What follows belongs to an exercise in optimizing a design on an open flow for small area, a short achievable clock period and few clock cycles; a production flow would make more cautious choices. The RTL was checked by simulation tests, not by an equivalence proof against the original design.

## run 1
==> flow/design.v (excerpt) <==
module scr1_pipe_ialu (
    input   logic                           clk,
    input   logic                           rst_n,
    input   logic                           exu2ialu_rvm_cmd_vd_i,
    output  logic                           ialu2exu_rvm_res_rdy_o,
    input   logic [32-1:0]          exu2ialu_main_op1_i,
    input   logic [32-1:0]          exu2ialu_main_op2_i,
    input   logic [SCR1_IALU_CMD_WIDTH_E-1:0] exu2ialu_cmd_i,
    output  logic [32-1:0]          ialu2exu_main_res_o,
    output  logic                           ialu2exu_cmp_res_o,
    input   logic [32-1:0]          exu2ialu_addr_op1_i,
    input   logic [32-1:0]          exu2ialu_addr_op2_i,
    output  logic [32-1:0]          ialu2exu_addr_res_o
);
logic [31:0] a, b;
logic [4:0]  cmd;
assign a   = exu2ialu_main_op1_i;
assign b   = exu2ialu_main_op2_i;
assign cmd = exu2ialu_cmd_i;
logic cmd_sll, cmd_sra, cmd_shr;
logic cmd_mul, cmd_div, cmd_mdu;
logic mul_hi, mul_a_sgn, mul_b_sgn;
logic div_sgn, div_rem;
assign cmd_sll   = (cmd == SCR1_IALU_CMD_SLL);
assign cmd_sra   = (cmd == SCR1_IALU_CMD_SRA);
assign cmd_shr   = (cmd == SCR1_IALU_CMD_SRL) | cmd_sra;
  ...
For scale: about 100 flip-flops, about 200 I/O pins, roughly 38000 sq um of cells after synthesis.
==> flow/config.mk <==
export PLATFORM = sky130hd
export DESIGN_NAME = scr1_pipe_ialu
export DESIGN_NICKNAME = scr1_pipe_ialu
export VERILOG_FILES = /design/flow/design.v
export SDC_FILE = /design/flow/constraint.sdc
export NUM_CORES = 4
export LEC_CHECK = 0
export ABC_AREA = 1
export CAP_MARGIN = 20
export CORE_MARGIN = 2
export CORE_UTILIZATION = 50
export SETUP_SLACK_MARGIN = 5
export SLEW_MARGIN = 20
==> flow/constraint.sdc <==
create_clock -name core_clock -period 16.5 [get_ports {clk}]
set_input_delay 3.3000 -clock core_clock [delete_from_list [all_inputs] [get_ports {clk}]]
set_output_delay 3.3000 -clock core_clock [all_outputs]
set_load 0.01 [all_outputs]
run.sh (not shown) runs the stock make flow with config.mk's settings and CLKGATE_MAP_FILE= SYNTH_SCRIPT=/design/flow/synth_recipe.tcl, a recipe that flattens the netlist after the stock synthesis.
Run 1 went all the way through synthesis, placement and routing and the layout is clean on timing, DRC and antenna.
Testbench counts of run 1, summed over its fixed seeds: cycles 43,040.
### run 1 -> run 2
Settings: clearing ABC_AREA, which used to be 1.
Findings:
- Against run 1, final design area excluding fillers in run 2 rose by a few percent.
- Compared with run 1, run 2 shows a higher fraction of the yosys area taken by sequential cells.
- For the global-route met2 utilization, run 2 came in 2.7 points higher than run 1 did.
- The die area in run 2 was lower than what run 1 gave.
- Routed wire in run 2 totals more than in run 1.
Input changes introduced in run 3 (baseline for comparison: run 2):
Settings: a change of SLEW_MARGIN from 20 to 0; a change of CORE_UTILIZATION from 50 to 65; a change of CAP_MARGIN from 20 to 0.
Findings:
Run 3 never completed, since it errored out during 5_1_grt. [compare] base=run 2 new=run 3: cell area after synthesis neither gained nor lost much, starting utilization of the core area picked up an extra 16 points, hold-fix buffer count after cts neither gained nor lost much. Run 3 improves on run 2 in estimated wirelength of the detail-placed design. From run 3 to run 2, part of the Yosys area used for sequential elements did not move at all. Side by side, post-place instance area turned out lower in run 3 than in run 2.

## exp/lagoon
Another version of the RTL of scr1_pipe_ialu (not shown whole).
Size in the first run: ~34000 um^2 of cells after synthesis.
==> flow/config.mk <==
export PLATFORM = sky130hd
export DESIGN_NAME = scr1_pipe_ialu
export DESIGN_NICKNAME = scr1_pipe_ialu
export VERILOG_FILES = /design/flow/design.v
export SDC_FILE = /design/flow/constraint.sdc
export NUM_CORES = 4
export LEC_CHECK = 0
export ABC_AREA = 1
export CAP_MARGIN = 20
export CORE_MARGIN = 2
export CORE_UTILIZATION = 40
export SETUP_SLACK_MARGIN = 5
export SLEW_MARGIN = 20
==> flow/constraint.sdc <==
create_clock -name core_clock -period 16.5 [get_ports {clk}]
set_input_delay 3.3000 -clock core_clock [delete_from_list [all_inputs] [get_ports {clk}]]
set_output_delay 3.3000 -clock core_clock [all_outputs]
set_load 0.01 [all_outputs]
exp/lagoon finished all stages; the layout is clean.
Testbench counts of exp/lagoon, summed over its fixed seeds: cycles 38,987.
Input changes introduced in exp/tundra (baseline for comparison: exp/lagoon):
Settings: TNS_END_PERCENT: unset -> 0; CORE_UTILIZATION: 40 -> 55.
==> comparison <==
Of exp/lagoon and exp/tundra, the higher share of the final layout cell area in sequential cells belongs to exp/tundra. Taking exp/lagoon as the reference, in exp/tundra global-route track usage on met1 rose 12 points, multi-input gate share of the layout cell area rose 2.4 points. Going from exp/lagoon to exp/tundra, standard-cell row count fell 15%, overall die area has decreased, slew at the pin closest to its max-slew limit +40 ps.

==> separate check: timing with driven ports <==
How much do the figures lean on ideal ports? The routed layouts below were timed once more, with nothing changed but the port constraints. Step 1: set_driving_cell puts a clkbuf_16 on clk and a buf_2 on each other input, an assumption about the parent block. Step 2 adds t to the input delays and takes it off the output delays; t is the mean of the earliest and latest rising clock arrival at the registers after step 1. Input paths then give back, and output paths get back, about the clock's delay inside the block. a / b / c = ideal / step 1 / step 2; a / b = the first two.
run | t, ns | setup WS [ns] | worst register clock-pin slew, ns | worst data-port slew with drivers (ns)
run 1 | 0.445 | 4.428 / 4.440 / 3.995 | 0.09 / 0.09 | 0.07
run 2 | 0.472 | 3.535 / 3.566 / 3.095 | 0.10 / 0.10 | 0.12
exp/lagoon | 0.536 | 4.506 / 4.437 / 4.707 | 0.07 / 0.07 | 0.06
exp/tundra | 0.521 | 4.067 / 4.000 / 4.236 | 0.08 / 0.08 | 0.07
After both steps setup and hold are still met in every run listed. The setup slack of run 2, which loses most, moves by +0.031 ns with the drivers and by -0.440 ns with both steps.
